This design comes from an exercise in tuning for small area and a short achievable clock period on the open sky130 flow, not from production work. For this run, only the layout was checked, not whether the RTL still works.

==> design.v <==
`timescale 1ns / 1ps
module fa (input wire a, b, c, output wire s, co);
    assign s = a ^ b ^ c;
    assign co = (a & b) | (a & c) | (b & c);
endmodule
module ha (input wire a, b, output wire s, co);
    assign s = a ^ b;
    assign co = a & b;
endmodule
module mj (input wire a, b, c, output wire y);
    assign y = (a & b) | (a & c) | (b & c);
endmodule
module bsel (input wire one, two, neg, a, b, output wire y);
    assign y = ((one & a) | (two & b)) ^ neg;
endmodule
module c8net (
    input wire [7:0] g,
    input wire [7:0] p,
    output wire [7:0] c
);
    wire g_1 = g[1] | (p[1] & g[0]);
    wire p_1 = p[1] & p[0];
    wire g_2 = g[3] | (p[3] & g[2]);
    wire p_2 = p[3] & p[2];
    wire g_3 = g[5] | (p[5] & g[4]);
    wire p_3 = p[5] & p[4];
    wire g_4 = g[7] | (p[7] & g[6]);
    wire p_4 = p[7] & p[6];
    wire g_5 = g_2 | (p_2 & g_1);
    wire p_5 = p_2 & p_1;
    wire g_6 = g_4 | (p_4 & g_3);
    wire p_6 = p_4 & p_3;
    wire g_7 = g_6 | (p_6 & g_5);
    wire p_7 = p_6 & p_5;
    wire g_8 = g_3 | (p_3 & g_5);
    wire p_8 = p_3 & p_5;
    wire g_9 = g[2] | (p[2] & g_1);
    wire p_9 = p[2] & p_1;
    wire g_10 = g[4] | (p[4] & g_5);
    wire p_10 = p[4] & p_5;
    wire g_11 = g[6] | (p[6] & g_8);
    wire p_11 = p[6] & p_8;
    assign c = {g_7, g_11, g_8, g_10, g_5, g_9, g_1, g[0]};
endmodule
module add_s_c (
    input wire [15:0] g,
    input wire [15:0] p,
    output wire [15:0] c
);
    wire g_1 = g[15] | (p[15] & g[14]);
    wire p_1 = p[15] & p[14];
    wire g_2 = g[14] | (p[14] & g[13]);
    wire p_2 = p[14] & p[13];
    wire g_3 = g[13] | (p[13] & g[12]);
    wire p_3 = p[13] & p[12];
    wire g_4 = g[12] | (p[12] & g[11]);
    wire p_4 = p[12] & p[11];
    wire g_5 = g[11] | (p[11] & g[10]);
    wire p_5 = p[11] & p[10];
    wire g_6 = g[10] | (p[10] & g[9]);
    wire p_6 = p[10] & p[9];
    wire g_7 = g[9] | (p[9] & g[8]);
    wire p_7 = p[9] & p[8];
    wire g_8 = g[8] | (p[8] & g[7]);
    wire p_8 = p[8] & p[7];
    wire g_9 = g[7] | (p[7] & g[6]);
    wire p_9 = p[7] & p[6];
    wire g_10 = g[6] | (p[6] & g[5]);
    wire p_10 = p[6] & p[5];
    wire g_11 = g[5] | (p[5] & g[4]);
    wire p_11 = p[5] & p[4];
    wire g_12 = g[4] | (p[4] & g[3]);
    wire p_12 = p[4] & p[3];
    wire g_13 = g[3] | (p[3] & g[2]);
    wire p_13 = p[3] & p[2];
    wire g_14 = g[2] | (p[2] & g[1]);
    wire p_14 = p[2] & p[1];
    wire g_15 = g[1] | (p[1] & g[0]);
    wire p_15 = p[1] & p[0];
    wire g_16 = g_1 | (p_1 & g_3);
    wire p_16 = p_1 & p_3;
    wire g_17 = g_2 | (p_2 & g_4);
    wire p_17 = p_2 & p_4;
    wire g_18 = g_3 | (p_3 & g_5);
    wire p_18 = p_3 & p_5;
    wire g_19 = g_4 | (p_4 & g_6);
    wire p_19 = p_4 & p_6;
    wire g_20 = g_5 | (p_5 & g_7);
    wire p_20 = p_5 & p_7;
    wire g_21 = g_6 | (p_6 & g_8);
    wire p_21 = p_6 & p_8;
    wire g_22 = g_7 | (p_7 & g_9);
    wire p_22 = p_7 & p_9;
    wire g_23 = g_8 | (p_8 & g_10);
    wire p_23 = p_8 & p_10;
    wire g_24 = g_9 | (p_9 & g_11);
    wire p_24 = p_9 & p_11;
    wire g_25 = g_10 | (p_10 & g_12);
    wire p_25 = p_10 & p_12;
    wire g_26 = g_11 | (p_11 & g_13);
    wire p_26 = p_11 & p_13;
    wire g_27 = g_12 | (p_12 & g_14);
    wire p_27 = p_12 & p_14;
    wire g_28 = g_13 | (p_13 & g_15);
    wire p_28 = p_13 & p_15;
    wire g_29 = g_14 | (p_14 & g[0]);
    wire p_29 = p_14 & p[0];
    wire g_30 = g_16 | (p_16 & g_20);
    wire p_30 = p_16 & p_20;
    wire g_31 = g_17 | (p_17 & g_21);
    wire p_31 = p_17 & p_21;
    wire g_32 = g_18 | (p_18 & g_22);
    wire p_32 = p_18 & p_22;
    wire g_33 = g_19 | (p_19 & g_23);
    wire p_33 = p_19 & p_23;
    wire g_34 = g_20 | (p_20 & g_24);
    wire p_34 = p_20 & p_24;
    wire g_35 = g_21 | (p_21 & g_25);
    wire p_35 = p_21 & p_25;
    wire g_36 = g_22 | (p_22 & g_26);
    wire p_36 = p_22 & p_26;
    wire g_37 = g_23 | (p_23 & g_27);
    wire p_37 = p_23 & p_27;
    wire g_38 = g_24 | (p_24 & g_28);
    wire p_38 = p_24 & p_28;
    wire g_39 = g_25 | (p_25 & g_29);
    wire p_39 = p_25 & p_29;
    wire g_40 = g_26 | (p_26 & g_15);
    wire p_40 = p_26 & p_15;
    wire g_41 = g_27 | (p_27 & g[0]);
    wire p_41 = p_27 & p[0];
    wire g_42 = g_30 | (p_30 & g_38);
    wire p_42 = p_30 & p_38;
    wire g_43 = g_31 | (p_31 & g_39);
    wire p_43 = p_31 & p_39;
    wire g_44 = g_32 | (p_32 & g_40);
    wire p_44 = p_32 & p_40;
    wire g_45 = g_33 | (p_33 & g_41);
    wire p_45 = p_33 & p_41;
    wire g_46 = g_34 | (p_34 & g_28);
    wire p_46 = p_34 & p_28;
    wire g_47 = g_35 | (p_35 & g_29);
    wire p_47 = p_35 & p_29;
    wire g_48 = g_36 | (p_36 & g_15);
    wire p_48 = p_36 & p_15;
    wire g_49 = g_37 | (p_37 & g[0]);
    wire p_49 = p_37 & p[0];
    assign c = {g_42, g_43, g_44, g_45, g_46, g_47, g_48, g_49, g_38, g_39, g_40, g_41, g_28, g_29, g_15, g[0]};
endmodule
module add_s (
    input wire [15:0] a,
    input wire [15:0] b,
    output wire [15:0] s
);
    wire [15:0] p0 = a ^ b;
    wire [15:0] g0 = a & b;
    wire [15:0] cc;
    add_s_c cn (.g(g0), .p(p0), .c(cc));
    assign s = p0 ^ {cc[14:0], 1'b0};
endmodule
module add_p_c (
    input wire [7:0] g,
    input wire [7:0] p,
    output wire [7:0] c
);
    wire g_1 = g[1] | (p[1] & g[0]);
    wire p_1 = p[1] & p[0];
    wire g_2 = g[3] | (p[3] & g[2]);
    wire p_2 = p[3] & p[2];
    wire g_3 = g[5] | (p[5] & g[4]);
    wire p_3 = p[5] & p[4];
    wire g_4 = g[7] | (p[7] & g[6]);
    wire p_4 = p[7] & p[6];
    wire g_5 = g_2 | (p_2 & g_1);
    wire p_5 = p_2 & p_1;
    wire g_6 = g_4 | (p_4 & g_3);
    wire p_6 = p_4 & p_3;
    wire g_7 = g_6 | (p_6 & g_5);
    wire p_7 = p_6 & p_5;
    wire g_8 = g_3 | (p_3 & g_5);
    wire p_8 = p_3 & p_5;
    wire g_9 = g[2] | (p[2] & g_1);
    wire p_9 = p[2] & p_1;
    wire g_10 = g[4] | (p[4] & g_5);
    wire p_10 = p[4] & p_5;
    wire g_11 = g[6] | (p[6] & g_8);
    wire p_11 = p[6] & p_8;
    assign c = {g_7, g_11, g_8, g_10, g_5, g_9, g_1, g[0]};
endmodule
module add_p (
    input wire [7:0] a,
    input wire [7:0] b,
    output wire [7:0] s
);
    wire [7:0] p0 = a ^ b;
    wire [7:0] g0 = a & b;
    wire [7:0] cc;
    add_p_c cn (.g(g0), .p(p0), .c(cc));
    assign s = p0 ^ {cc[6:0], 1'b0};
endmodule
module add_u_c (
    input wire [15:0] g,
    input wire [15:0] p,
    output wire [15:0] c
);
    wire g_1 = g[1] | (p[1] & g[0]);
    wire p_1 = p[1] & p[0];
    wire g_2 = g[3] | (p[3] & g[2]);
    wire p_2 = p[3] & p[2];
    wire g_3 = g[5] | (p[5] & g[4]);
    wire p_3 = p[5] & p[4];
    wire g_4 = g[7] | (p[7] & g[6]);
    wire p_4 = p[7] & p[6];
    wire g_5 = g[9] | (p[9] & g[8]);
    wire p_5 = p[9] & p[8];
    wire g_6 = g[11] | (p[11] & g[10]);
    wire p_6 = p[11] & p[10];
    wire g_7 = g[13] | (p[13] & g[12]);
    wire p_7 = p[13] & p[12];
    wire g_8 = g[15] | (p[15] & g[14]);
    wire p_8 = p[15] & p[14];
    wire g_9 = g[2] | (p[2] & g_1);
    wire p_9 = p[2] & p_1;
    wire g_10 = g_2 | (p_2 & g_1);
    wire p_10 = p_2 & p_1;
    wire g_11 = g[6] | (p[6] & g_3);
    wire p_11 = p[6] & p_3;
    wire g_12 = g_4 | (p_4 & g_3);
    wire p_12 = p_4 & p_3;
    wire g_13 = g[10] | (p[10] & g_5);
    wire p_13 = p[10] & p_5;
    wire g_14 = g_6 | (p_6 & g_5);
    wire p_14 = p_6 & p_5;
    wire g_15 = g[14] | (p[14] & g_7);
    wire p_15 = p[14] & p_7;
    wire g_16 = g_8 | (p_8 & g_7);
    wire p_16 = p_8 & p_7;
    wire g_17 = g[4] | (p[4] & g_10);
    wire p_17 = p[4] & p_10;
    wire g_18 = g_3 | (p_3 & g_10);
    wire p_18 = p_3 & p_10;
    wire g_19 = g_11 | (p_11 & g_10);
    wire p_19 = p_11 & p_10;
    wire g_20 = g_12 | (p_12 & g_10);
    wire p_20 = p_12 & p_10;
    wire g_21 = g[12] | (p[12] & g_14);
    wire p_21 = p[12] & p_14;
    wire g_22 = g_7 | (p_7 & g_14);
    wire p_22 = p_7 & p_14;
    wire g_23 = g_15 | (p_15 & g_14);
    wire p_23 = p_15 & p_14;
    wire g_24 = g_16 | (p_16 & g_14);
    wire p_24 = p_16 & p_14;
    wire g_25 = g[8] | (p[8] & g_20);
    wire p_25 = p[8] & p_20;
    wire g_26 = g_5 | (p_5 & g_20);
    wire p_26 = p_5 & p_20;
    wire g_27 = g_13 | (p_13 & g_20);
    wire p_27 = p_13 & p_20;
    wire g_28 = g_14 | (p_14 & g_20);
    wire p_28 = p_14 & p_20;
    wire g_29 = g_21 | (p_21 & g_20);
    wire p_29 = p_21 & p_20;
    wire g_30 = g_22 | (p_22 & g_20);
    wire p_30 = p_22 & p_20;
    wire g_31 = g_23 | (p_23 & g_20);
    wire p_31 = p_23 & p_20;
    wire g_32 = g_24 | (p_24 & g_20);
    wire p_32 = p_24 & p_20;
    assign c = {g_32, g_31, g_30, g_29, g_28, g_27, g_26, g_25, g_20, g_19, g_18, g_17, g_10, g_9, g_1, g[0]};
endmodule
module add_u (
    input wire [15:0] a,
    input wire [15:0] b,
    output wire [15:0] s
);
    wire [15:0] p0 = a ^ b;
    wire [15:0] g0 = a & b;
    wire [15:0] cc;
    add_u_c cn (.g(g0), .p(p0), .c(cc));
    assign s = p0 ^ {cc[14:0], 1'b0};
endmodule
`timescale 1ns / 1ps
module lt16 (input wire [15:0] a, input wire [15:0] b, output wire y);
    wire [15:0] ua = {~a[15], a[14:0]}, ub = {~b[15], b[14:0]};
    wire [15:0] l [0:4];
    wire [15:0] e [0:4];
    assign l[0] = ~ua & ub;
    assign e[0] = ~(ua ^ ub);
    genvar k, i;
    generate for (k = 0; k < 4; k = k + 1) begin : lv
        for (i = 0; i < 16; i = i + 1) begin : bt
            if (i >= (1 << k)) begin : m
                assign l[k+1][i] = l[k][i] | (e[k][i] & l[k][i-(1<<k)]);
                assign e[k+1][i] = e[k][i] & e[k][i-(1<<k)];
            end else begin : p
                assign l[k+1][i] = l[k][i];
                assign e[k+1][i] = e[k][i];
            end
        end
    end endgenerate
    assign y = l[4][15];
endmodule
module lif_neuron_q8_8 (
    input  wire [15:0] a, b, c,
    input  wire ca, cb, cc,
    output wire [15:0] m
);
    wire [15:0] ra = ca ? 16'h0000 : a;
    wire [15:0] rb = cb ? 16'h0000 : b;
    wire [15:0] rc = cc ? 16'h0000 : c;
    wire uab, ubc, uac;
    lt16 c0 (.a(a), .b(b), .y(uab));
    lt16 c1 (.a(b), .b(c), .y(ubc));
    lt16 c2 (.a(a), .b(c), .y(uac));
    wire pa = ~a[15] & (|a), pb = ~b[15] & (|b), pc = ~c[15] & (|c);
    wire ab = (ca & cb) ? 1'b0 : ca ? pb : cb ? a[15] : uab;
    wire bc = (cb & cc) ? 1'b0 : cb ? pc : cc ? b[15] : ubc;
    wire ac = (ca & cc) ? 1'b0 : ca ? pc : cc ? a[15] : uac;
    wire sa = ab ^ ac;
    wire sb = ~sa & ~(ab ^ bc);
    wire sc = ~sa & (ab ^ bc);
    assign m = ({16{sa}} & ra) | ({16{sb}} & rb) | ({16{sc}} & rc);
endmodule
`timescale 1ns / 1ps
module fixed_point_q8_8 (
    input wire [15:0] V_in,
    input wire [15:0] I_in,
    input wire [7:0] one,
    input wire [7:0] two,
    input wire [7:0] neg,
    output wire [7:0] X
);
    wire [15:0] s;
    add_s as (.a(I_in), .b(V_in), .s(s));
    wire pp1 = (one[0] & s[0]) ^ neg[0];
    wire pp2 = ((one[0] & s[1]) | (two[0] & s[0])) ^ neg[0];
    wire pp3 = ((one[0] & s[2]) | (two[0] & s[1])) ^ neg[0];
    wire pp4 = ((one[0] & s[3]) | (two[0] & s[2])) ^ neg[0];
    wire pp5 = ((one[0] & s[4]) | (two[0] & s[3])) ^ neg[0];
    wire pp6 = ((one[0] & s[5]) | (two[0] & s[4])) ^ neg[0];
    wire pp7 = ((one[0] & s[6]) | (two[0] & s[5])) ^ neg[0];
    wire pp8 = ((one[0] & s[7]) | (two[0] & s[6])) ^ neg[0];
    wire pp9 = ((one[0] & s[8]) | (two[0] & s[7])) ^ neg[0];
    wire pp10 = ((one[0] & s[9]) | (two[0] & s[8])) ^ neg[0];
    wire pp11 = ((one[0] & s[10]) | (two[0] & s[9])) ^ neg[0];
    wire pp12 = ((one[0] & s[11]) | (two[0] & s[10])) ^ neg[0];
    wire pp13 = ((one[0] & s[12]) | (two[0] & s[11])) ^ neg[0];
    wire pp14 = ((one[0] & s[13]) | (two[0] & s[12])) ^ neg[0];
    wire pp15 = ((one[0] & s[14]) | (two[0] & s[13])) ^ neg[0];
    wire pp16 = ((one[0] & s[15]) | (two[0] & s[14])) ^ neg[0];
    wire pp17 = (one[1] & s[0]) ^ neg[1];
    wire pp18 = ((one[1] & s[1]) | (two[1] & s[0])) ^ neg[1];
    wire pp19 = ((one[1] & s[2]) | (two[1] & s[1])) ^ neg[1];
    wire pp20 = ((one[1] & s[3]) | (two[1] & s[2])) ^ neg[1];
    wire pp21 = ((one[1] & s[4]) | (two[1] & s[3])) ^ neg[1];
    wire pp22 = ((one[1] & s[5]) | (two[1] & s[4])) ^ neg[1];
    wire pp23 = ((one[1] & s[6]) | (two[1] & s[5])) ^ neg[1];
    wire pp24 = ((one[1] & s[7]) | (two[1] & s[6])) ^ neg[1];
    wire pp25 = ((one[1] & s[8]) | (two[1] & s[7])) ^ neg[1];
    wire pp26 = ((one[1] & s[9]) | (two[1] & s[8])) ^ neg[1];
    wire pp27 = ((one[1] & s[10]) | (two[1] & s[9])) ^ neg[1];
    wire pp28 = ((one[1] & s[11]) | (two[1] & s[10])) ^ neg[1];
    wire pp29 = ((one[1] & s[12]) | (two[1] & s[11])) ^ neg[1];
    wire pp30 = ((one[1] & s[13]) | (two[1] & s[12])) ^ neg[1];
    wire pp31 = (one[2] & s[0]) ^ neg[2];
    wire pp32 = ((one[2] & s[1]) | (two[2] & s[0])) ^ neg[2];
    wire pp33 = ((one[2] & s[2]) | (two[2] & s[1])) ^ neg[2];
    wire pp34 = ((one[2] & s[3]) | (two[2] & s[2])) ^ neg[2];
    wire pp35 = ((one[2] & s[4]) | (two[2] & s[3])) ^ neg[2];
    wire pp36 = ((one[2] & s[5]) | (two[2] & s[4])) ^ neg[2];
    wire pp37 = ((one[2] & s[6]) | (two[2] & s[5])) ^ neg[2];
    wire pp38 = ((one[2] & s[7]) | (two[2] & s[6])) ^ neg[2];
    wire pp39 = ((one[2] & s[8]) | (two[2] & s[7])) ^ neg[2];
    wire pp40 = ((one[2] & s[9]) | (two[2] & s[8])) ^ neg[2];
    wire pp41 = ((one[2] & s[10]) | (two[2] & s[9])) ^ neg[2];
    wire pp42 = ((one[2] & s[11]) | (two[2] & s[10])) ^ neg[2];
    wire pp43 = (one[3] & s[0]) ^ neg[3];
    wire pp44 = ((one[3] & s[1]) | (two[3] & s[0])) ^ neg[3];
    wire pp45 = ((one[3] & s[2]) | (two[3] & s[1])) ^ neg[3];
    wire pp46 = ((one[3] & s[3]) | (two[3] & s[2])) ^ neg[3];
    wire pp47 = ((one[3] & s[4]) | (two[3] & s[3])) ^ neg[3];
    wire pp48 = ((one[3] & s[5]) | (two[3] & s[4])) ^ neg[3];
    wire pp49 = ((one[3] & s[6]) | (two[3] & s[5])) ^ neg[3];
    wire pp50 = ((one[3] & s[7]) | (two[3] & s[6])) ^ neg[3];
    wire pp51 = ((one[3] & s[8]) | (two[3] & s[7])) ^ neg[3];
    wire pp52 = ((one[3] & s[9]) | (two[3] & s[8])) ^ neg[3];
    wire pp53 = (one[4] & s[0]) ^ neg[4];
    wire pp54 = ((one[4] & s[1]) | (two[4] & s[0])) ^ neg[4];
    wire pp55 = ((one[4] & s[2]) | (two[4] & s[1])) ^ neg[4];
    wire pp56 = ((one[4] & s[3]) | (two[4] & s[2])) ^ neg[4];
    wire pp57 = ((one[4] & s[4]) | (two[4] & s[3])) ^ neg[4];
    wire pp58 = ((one[4] & s[5]) | (two[4] & s[4])) ^ neg[4];
    wire pp59 = ((one[4] & s[6]) | (two[4] & s[5])) ^ neg[4];
    wire pp60 = ((one[4] & s[7]) | (two[4] & s[6])) ^ neg[4];
    wire pp61 = (one[5] & s[0]) ^ neg[5];
    wire pp62 = ((one[5] & s[1]) | (two[5] & s[0])) ^ neg[5];
    wire pp63 = ((one[5] & s[2]) | (two[5] & s[1])) ^ neg[5];
    wire pp64 = ((one[5] & s[3]) | (two[5] & s[2])) ^ neg[5];
    wire pp65 = ((one[5] & s[4]) | (two[5] & s[3])) ^ neg[5];
    wire pp66 = ((one[5] & s[5]) | (two[5] & s[4])) ^ neg[5];
    wire pp67 = (one[6] & s[0]) ^ neg[6];
    wire pp68 = ((one[6] & s[1]) | (two[6] & s[0])) ^ neg[6];
    wire pp69 = ((one[6] & s[2]) | (two[6] & s[1])) ^ neg[6];
    wire pp70 = ((one[6] & s[3]) | (two[6] & s[2])) ^ neg[6];
    wire pp71 = (one[7] & s[0]) ^ neg[7];
    wire pp72 = ((one[7] & s[1]) | (two[7] & s[0])) ^ neg[7];
    wire [7:0] la = {hc90, fs87, hc80, fs77, hc74, pp3, pp2, neg[0]};
    wire [7:0] lb = {hs95, hs89, hs83, hs79, hs75, hs73, 1'b0, pp1};
    wire [7:0] lc;
    wire c8 = lc[7];
    c8net cn8 (.g(la & lb), .p(la ^ lb), .c(lc));
    wire hs73, hc74;
    ha uhs73 (.a(neg[1]), .b(pp17), .s(hs73), .co(hc74));
    wire hs75, hc76;
    ha uhs75 (.a(pp18), .b(pp4), .s(hs75), .co(hc76));
    wire fs77, fc78;
    fa ufs77 (.a(neg[2]), .b(pp19), .c(pp31), .s(fs77), .co(fc78));
    wire hs79, hc80;
    ha uhs79 (.a(pp5), .b(hc76), .s(hs79), .co(hc80));
    wire fs81, fc82;
    fa ufs81 (.a(pp20), .b(pp32), .c(pp6), .s(fs81), .co(fc82));
    wire hs83, hc84;
    ha uhs83 (.a(fc78), .b(fs81), .s(hs83), .co(hc84));
    wire fs85, fc86;
    fa ufs85 (.a(neg[3]), .b(pp21), .c(pp33), .s(fs85), .co(fc86));
    wire fs87, fc88;
    fa ufs87 (.a(pp43), .b(pp7), .c(fc82), .s(fs87), .co(fc88));
    wire hs89, hc90;
    ha uhs89 (.a(fs85), .b(hc84), .s(hs89), .co(hc90));
    wire fs91, fc92;
    fa ufs91 (.a(pp22), .b(pp34), .c(pp44), .s(fs91), .co(fc92));
    wire fs93, fc94;
    fa ufs93 (.a(pp8), .b(fc86), .c(fs91), .s(fs93), .co(fc94));
    wire hs95, hc96;
    ha uhs95 (.a(fc88), .b(fs93), .s(hs95), .co(hc96));
    wire fs97, fc98;
    fa ufs97 (.a(neg[4]), .b(pp23), .c(pp35), .s(fs97), .co(fc98));
    wire fs99, fc100;
    fa ufs99 (.a(pp45), .b(pp53), .c(pp9), .s(fs99), .co(fc100));
    wire fs101, fc102;
    fa ufs101 (.a(fc92), .b(fs97), .c(fs99), .s(fs101), .co(fc102));
    wire fs103, fc104;
    fa ufs103 (.a(fc94), .b(fs101), .c(hc96), .s(fs103), .co(fc104));
    wire fs105, fc106;
    fa ufs105 (.a(pp10), .b(pp24), .c(pp36), .s(fs105), .co(fc106));
    wire fs107, fc108;
    fa ufs107 (.a(pp46), .b(pp54), .c(fc100), .s(fs107), .co(fc108));
    wire fs109, fc110;
    fa ufs109 (.a(fc98), .b(fs105), .c(fc102), .s(fs109), .co(fc110));
    wire hs111, hc112;
    ha uhs111 (.a(fs107), .b(fs109), .s(hs111), .co(hc112));
    wire fs113, fc114;
    fa ufs113 (.a(neg[5]), .b(pp11), .c(pp25), .s(fs113), .co(fc114));
    wire fs115, fc116;
    fa ufs115 (.a(pp37), .b(pp47), .c(pp55), .s(fs115), .co(fc116));
    wire fs117, fc118;
    fa ufs117 (.a(pp61), .b(fc106), .c(fs113), .s(fs117), .co(fc118));
    wire fs119, fc120;
    fa ufs119 (.a(fs115), .b(fc108), .c(fs117), .s(fs119), .co(fc120));
    wire hs121, hc122;
    ha uhs121 (.a(fc110), .b(fs119), .s(hs121), .co(hc122));
    wire fs123, fc124;
    fa ufs123 (.a(pp12), .b(pp26), .c(pp38), .s(fs123), .co(fc124));
    wire fs125, fc126;
    fa ufs125 (.a(pp48), .b(pp56), .c(pp62), .s(fs125), .co(fc126));
    wire fs127, fc128;
    fa ufs127 (.a(fc114), .b(fc116), .c(fs123), .s(fs127), .co(fc128));
    wire fs129, fc130;
    fa ufs129 (.a(fs125), .b(fc118), .c(fs127), .s(fs129), .co(fc130));
    wire hs131, hc132;
    ha uhs131 (.a(fc120), .b(fs129), .s(hs131), .co(hc132));
    wire fs133, fc134;
    fa ufs133 (.a(neg[6]), .b(pp13), .c(pp27), .s(fs133), .co(fc134));
    wire fs135, fc136;
    fa ufs135 (.a(pp39), .b(pp49), .c(pp57), .s(fs135), .co(fc136));
    wire fs137, fc138;
    fa ufs137 (.a(pp63), .b(pp67), .c(fc124), .s(fs137), .co(fc138));
    wire fs139, fc140;
    fa ufs139 (.a(fc126), .b(fs133), .c(fs135), .s(fs139), .co(fc140));
    wire fs141, fc142;
    fa ufs141 (.a(fc128), .b(fs137), .c(fs139), .s(fs141), .co(fc142));
    wire hs143, hc144;
    ha uhs143 (.a(fc130), .b(fs141), .s(hs143), .co(hc144));
    wire fs145, fc146;
    fa ufs145 (.a(pp14), .b(pp28), .c(pp40), .s(fs145), .co(fc146));
    wire fs147, fc148;
    fa ufs147 (.a(pp50), .b(pp58), .c(pp64), .s(fs147), .co(fc148));
    wire fs149, fc150;
    fa ufs149 (.a(pp68), .b(fc134), .c(fc136), .s(fs149), .co(fc150));
    wire fs151, fc152;
    fa ufs151 (.a(fs145), .b(fs147), .c(fc138), .s(fs151), .co(fc152));
    wire fs153, fc154;
    fa ufs153 (.a(fc140), .b(fs149), .c(fs151), .s(fs153), .co(fc154));
    wire hs155, hc156;
    ha uhs155 (.a(fc142), .b(hc144), .s(hs155), .co(hc156));
    wire fs157, fc158;
    fa ufs157 (.a(neg[7]), .b(pp15), .c(pp29), .s(fs157), .co(fc158));
    wire fs159, fc160;
    fa ufs159 (.a(pp41), .b(pp51), .c(pp59), .s(fs159), .co(fc160));
    wire fs161, fc162;
    fa ufs161 (.a(pp65), .b(pp69), .c(pp71), .s(fs161), .co(fc162));
    wire fs163, fc164;
    fa ufs163 (.a(fc146), .b(fc148), .c(fs157), .s(fs163), .co(fc164));
    wire fs165, fc166;
    fa ufs165 (.a(fs159), .b(fs161), .c(fc150), .s(fs165), .co(fc166));
    wire fs167, fc168;
    fa ufs167 (.a(fs163), .b(fc152), .c(fs165), .s(fs167), .co(fc168));
    wire hs169, hc170;
    ha uhs169 (.a(fc154), .b(fs167), .s(hs169), .co(hc170));
    wire fs171;
    fa ufs171 (.a(pp16), .b(pp30), .c(pp42), .s(fs171), .co());
    wire fs173;
    fa ufs173 (.a(pp52), .b(pp60), .c(pp66), .s(fs173), .co());
    wire fs175;
    fa ufs175 (.a(pp70), .b(pp72), .c(fc158), .s(fs175), .co());
    wire fs177;
    fa ufs177 (.a(fc160), .b(fc162), .c(fs171), .s(fs177), .co());
    wire fs179;
    fa ufs179 (.a(fs173), .b(fc164), .c(fs175), .s(fs179), .co());
    wire fs181;
    fa ufs181 (.a(fs177), .b(fc166), .c(fs179), .s(fs181), .co());
    wire hs183 = fc168 ^ fs181;
    wire [7:0] ra = {hc170, hc156, fs153, hc132, hc122, hc112, fc104, fs103};
    wire [7:0] rb = {hs183, hs169, hs155, hs143, hs131, hs121, hs111, c8};
    wire [7:0] x;
    add_p ap (.a(ra), .b(rb), .s(x));
    assign X = x;
endmodule
module tmr_lif_neuron (
    input signed [15:0] V_in1, V_in2, V_in3,
    input signed [15:0] I_in1, I_in2, I_in3,
    input signed [15:0] dt_tau,
    input wire clk, rst,
    output wire signed [15:0] V_out,
    output wire spike
);
    wire [16:0] dx = {dt_tau, 1'b0};
    wire [7:0] one, two, neg;
    genvar g;
    generate for (g = 0; g < 8; g = g + 1) begin : enc
        assign one[g] = dx[2*g+1] ^ dx[2*g];
        assign two[g] = (dx[2*g+2] & ~dx[2*g+1] & ~dx[2*g]) | (~dx[2*g+2] & dx[2*g+1] & dx[2*g]);
        assign neg[g] = dx[2*g+2];
    end endgenerate
    reg [2:0] c;
    reg [7:0] x1;
    wire [7:0] x1_d;
    reg [15:0] v1;
    fixed_point_q8_8 l1 (.V_in(V_in1), .I_in(I_in1), .one(one), .two(two), .neg(neg), .X(x1_d));
    wire [15:0] u1;
    add_u au1 (.a(v1), .b({{8{x1[7]}}, x1}), .s(u1));
    wire signed [15:0] r1 = c[0] ? 16'h0000 : u1;
    reg [7:0] x2;
    wire [7:0] x2_d;
    reg [15:0] v2;
    fixed_point_q8_8 l2 (.V_in(V_in2), .I_in(I_in2), .one(one), .two(two), .neg(neg), .X(x2_d));
    wire [15:0] u2;
    add_u au2 (.a(v2), .b({{8{x2[7]}}, x2}), .s(u2));
    wire signed [15:0] r2 = c[1] ? 16'h0000 : u2;
    reg [7:0] x3;
    wire [7:0] x3_d;
    reg [15:0] v3;
    fixed_point_q8_8 l3 (.V_in(V_in3), .I_in(I_in3), .one(one), .two(two), .neg(neg), .X(x3_d));
    wire [15:0] u3;
    add_u au3 (.a(v3), .b({{8{x3[7]}}, x3}), .s(u3));
    wire signed [15:0] r3 = c[2] ? 16'h0000 : u3;
    lif_neuron_q8_8 vote (.a(u1), .b(u2), .c(u3), .ca(c[0]), .cb(c[1]), .cc(c[2]), .m(V_out));
    reg rs;
    assign spike = ~rs & ((c[0] & c[1]) | (c[1] & c[2]) | (c[0] & c[2]));
    always @(posedge clk or posedge rst) begin
        if (rst) begin
            c <= 3'b111;
            rs <= 1'b1;
        end else begin
            c <= {r3 >= 16'sh3200, r2 >= 16'sh3200, r1 >= 16'sh3200};
            rs <= 1'b0;
        end
    end
    always @(posedge clk) begin
        x1 <= x1_d;
        v1 <= V_in1;
        x2 <= x2_d;
        v2 <= V_in2;
        x3 <= x3_d;
        v3 <= V_in3;
    end
endmodule
==> flow/run.sh <==
#!/bin/bash
set -euo pipefail
bash standard.sh "BUFFER_PORTS_ARGS=-buffer_cell sky130_fd_sc_hd__buf_1" finish > make_finish.log 2>&1
==> standard.sh <==
#!/bin/bash
# synth_recipe.tcl (not shown) runs the flow's synth.tcl, then flattens the netlist and writes it again
# the make line also repeats each setting of config.mk as NAME=value (left out here)
make -C /OpenROAD-flow-scripts/flow DESIGN_CONFIG=/design/flow/config.mk WORK_HOME=/design/flow/orfs CLKGATE_MAP_FILE= SYNTH_SCRIPT=/design/flow/synth_recipe.tcl "${@:-finish}"
==> config.mk <==
export PLATFORM = sky130hd
export DESIGN_NAME = tmr_lif_neuron
export DESIGN_NICKNAME = tmr_lif_neuron
export VERILOG_FILES = /design/flow/design.v
export SDC_FILE = /design/flow/constraint.sdc
export NUM_CORES = 4
export LEC_CHECK = 0
export ABC_AREA = 0
export CAP_MARGIN = 20
export CORE_MARGIN = 2
export CORE_UTILIZATION = 40
export SETUP_SLACK_MARGIN = 5.0
export SLEW_MARGIN = 20
export SYNTH_HIERARCHICAL = 1
==> constraint.sdc <==
create_clock -name core_clock -period 13.0 [get_ports {clk}]
set_input_delay 2.6000 -clock core_clock [delete_from_list [all_inputs] [get_ports {clk}]]
set_output_delay 2.6000 -clock core_clock [all_outputs]
set_load 0.01 [all_outputs]
==> impl_metrics.env <==
export IMPL_status="complete, no violations"
export IMPL_dieArea_mm2=0.04307
export IMPL_clkTransAtPathRegs_ps=60
export IMPL_cts_buffer_depth=2
export IMPL_slew_viol_final=0
export IMPL_core_mm2=0.04083
export IMPL_area_growth_pct=2.658
export IMPL_avgSynthCellArea_um2=9.362
export IMPL_path_cells="ha_1 > a21o_1 > a22o_1 > a41o_4 > a21oi_4 > inv_2 > a21o_1 > xor2_1 > inv_1 > ha_1 > nand4_2 > nor4_2 > a31oi_1 > o211ai_1 > mux2i_1 > nor2_1 > a31oi_1 > a31oi_1 > o22ai_4 > buf_12 > a221o_2 > buf_1"
export IMPL_netlist_instances=1770
export IMPL_dp_worst_setup_slack_ps=4610
export IMPL_syn_cell_area_mm2=0.01657
export IMPL_fin_skew_ps=12.20
export IMPL_cap_violations=0
export IMPL_drt_iter0_drc=790
export IMPL_num_rows=74
export IMPL_cpMaxStageDelayCell="a221o_2"
export IMPL_ant_nets=0
export IMPL_start_util_pct=40.58
export IMPL_cts_root_buf="clkbuf_16"
export IMPL_rsz0062_at_grt="no"
export IMPL_worst_slew_pin_slew_ps=1136
export IMPL_slowest_delay_ps=370
export IMPL_hold_path_class="flop to flop"
export IMPL_grt_max_degree=51
export IMPL_timing_fmax_ghz=0.1290
export IMPL_drive_gt1_share_pct=10.33
export IMPL_critical_path_arrival_ps=5150
export IMPL_cts_sinks=76
export IMPL_whs_ps=716.4
export IMPL_critPathLaunchType="flop"
export IMPL_period_share_pct=59.64
export IMPL_drc=0
export IMPL_h_tree_depth=3
export IMPL_track_usage_pct=21.57
export IMPL_dr_pass1_iters=5
export IMPL_setup_violations=0
export IMPL_grt_pass1_vias=13281
export IMPL_vias_per_cell=5.667
export IMPL_fillCellCount=4003
export IMPL_routed_wl_um=46480
export IMPL_synth_nets=2235
export IMPL_vias=12892
export IMPL_cts_buffers=9
export IMPL_end_kind="output pin"
export IMPL_path_class="flop to output pin"
export IMPL_antenna_found_initial=0
export IMPL_wire_per_inst_um=20.43
export IMPL_numPortBuffers=130
export IMPL_critPathRequiredTime_ps=10400
export IMPL_nets=2203
export IMPL_fin_ws_ps=5247
export IMPL_final_cell_mix="ha_1 (222), xnor2_1 (213), a22oi_1 (160)"
export IMPL_final_common_cell="ha_1"
export IMPL_period_needed_ps=7753
export IMPL_die_h_um=207.5
export IMPL_cp_max_fo=16
export IMPL_io_pins=131
export IMPL_cts_hold_buf=0
export IMPL_diodes=0
export IMPL_gp_congestion=0.8517
export IMPL_grt_pass1_wl_um=73820
export IMPL_worstSkewPairLatency_ps=380
export IMPL_die_x_um=207.5
export IMPL_ys_warn_count=8
export IMPL_dp_hpwl_um=35670
export IMPL_hold_viol=0
export IMPL_finalSetupTns_ps=0
export IMPL_maxSlewHeadroom_pct=23.73
export IMPL_crit_top_cell="a31oi_1"
export IMPL_cts_tree="built"
export IMPL_grt_overflow=0
-- path summary, 6_finish.rpt --
check	start	end	slack, ps	cells past startpoint
max in group asynchronous	rst	c[0]	10710	2
setup / recovery	v1[1]	V_out[0]	5250	22
hold / removal	c[0]	c[0]	720	1
hold reg to reg	c[0]	c[0]	720	1
setup reg to reg	v3[1]	c[2]	10290	9
min in group asynchronous	rst	rs	2270	2
-- registers in the layout, summed over array words and instances, names as in the netlist --
name,count
v3,16
rs,1
c,3
x1,8
v2,16
x3,8
v1,16
x2,8
-- final cells by class --
type / count / area (um^2) / share of cell area [%]
clock buffers: 11 / 232.7 / 1.368
clock inverters: 5 / 61.31 / 0.3604
inverters: 78 / 292.8 / 1.721
multi-input cells: 1400 / 13370 / 78.57
flip-flops and latches: 76 / 1549 / 9.106
well taps: 532 / 665.6 / 3.913
repair buffers: 173 / 844.6 / 4.965
-- metrics by stage --
step           util [%]  instances  cell area [um^2]
2_1_floorplan         -       1770             16570
3_3_place_gp      40.17       2244             16400
3_5_place_dp      40.26       2245             16440
4_1_cts           41.16       2262             16800
5_1_grt           41.66       2275             17010
6_report          41.66       2275             17010
-- worst max-delay path: cells and delay by family (launching register included) --
kind | cells | cell delay (ps)
AO/OA/AOI/OAI | 11 | 2400
XOR/XNOR | 1 | 290
adder cells (fa/ha/maj) | 2 | 640
buffers and inverters | 4 | 450
flip-flops | 1 | 310
multiplexers | 1 | 140
AND/OR/NAND/NOR | 3 | 520
-- per-layer routing --
metal / GRT usage, % / part of all wire [%] / wire length, um
met1: 27.79 / 43 / 20150
met2: 37.40 / 49 / 22810
met3: 2.330 / 4.8 / 2229
met4: 7.537 / 2.8 / 1286
met5: 0 / 0 / 0
-- what timing repair did --
action / CTS / global route
pin swaps: 1 / 7
resized for setup: 7 / 15
buffers inserted: 1 / 13
endpoints found under the setup margin: 16 / 26

what the ideal ports hide:
Ports are ideal in the flow. The routed layout listed here was re-timed in OpenROAD. Step 1: set_driving_cell puts a clkbuf_16 on clk and a buf_2 on each other input, an assumption about the parent block. Step 2, shift: input delay + t, output delay - t, t = (earliest + latest rising clock arrival at the registers) / 2. This alone moves slack from input paths to output paths. Slacks: ideal / step 1 / step 2; pairs: ideal / step 1.
t, ns: 0.414
slack for setup (ns): 5.247 / 5.203 / 4.870
clock arrival spread, ns: 0.019 / 0.019
worst data-port slew with drivers (ns): 0.05
After both steps setup and hold are still met in this run. The setup slack of this run moves by -0.044 ns with the drivers and by -0.377 ns with both steps.
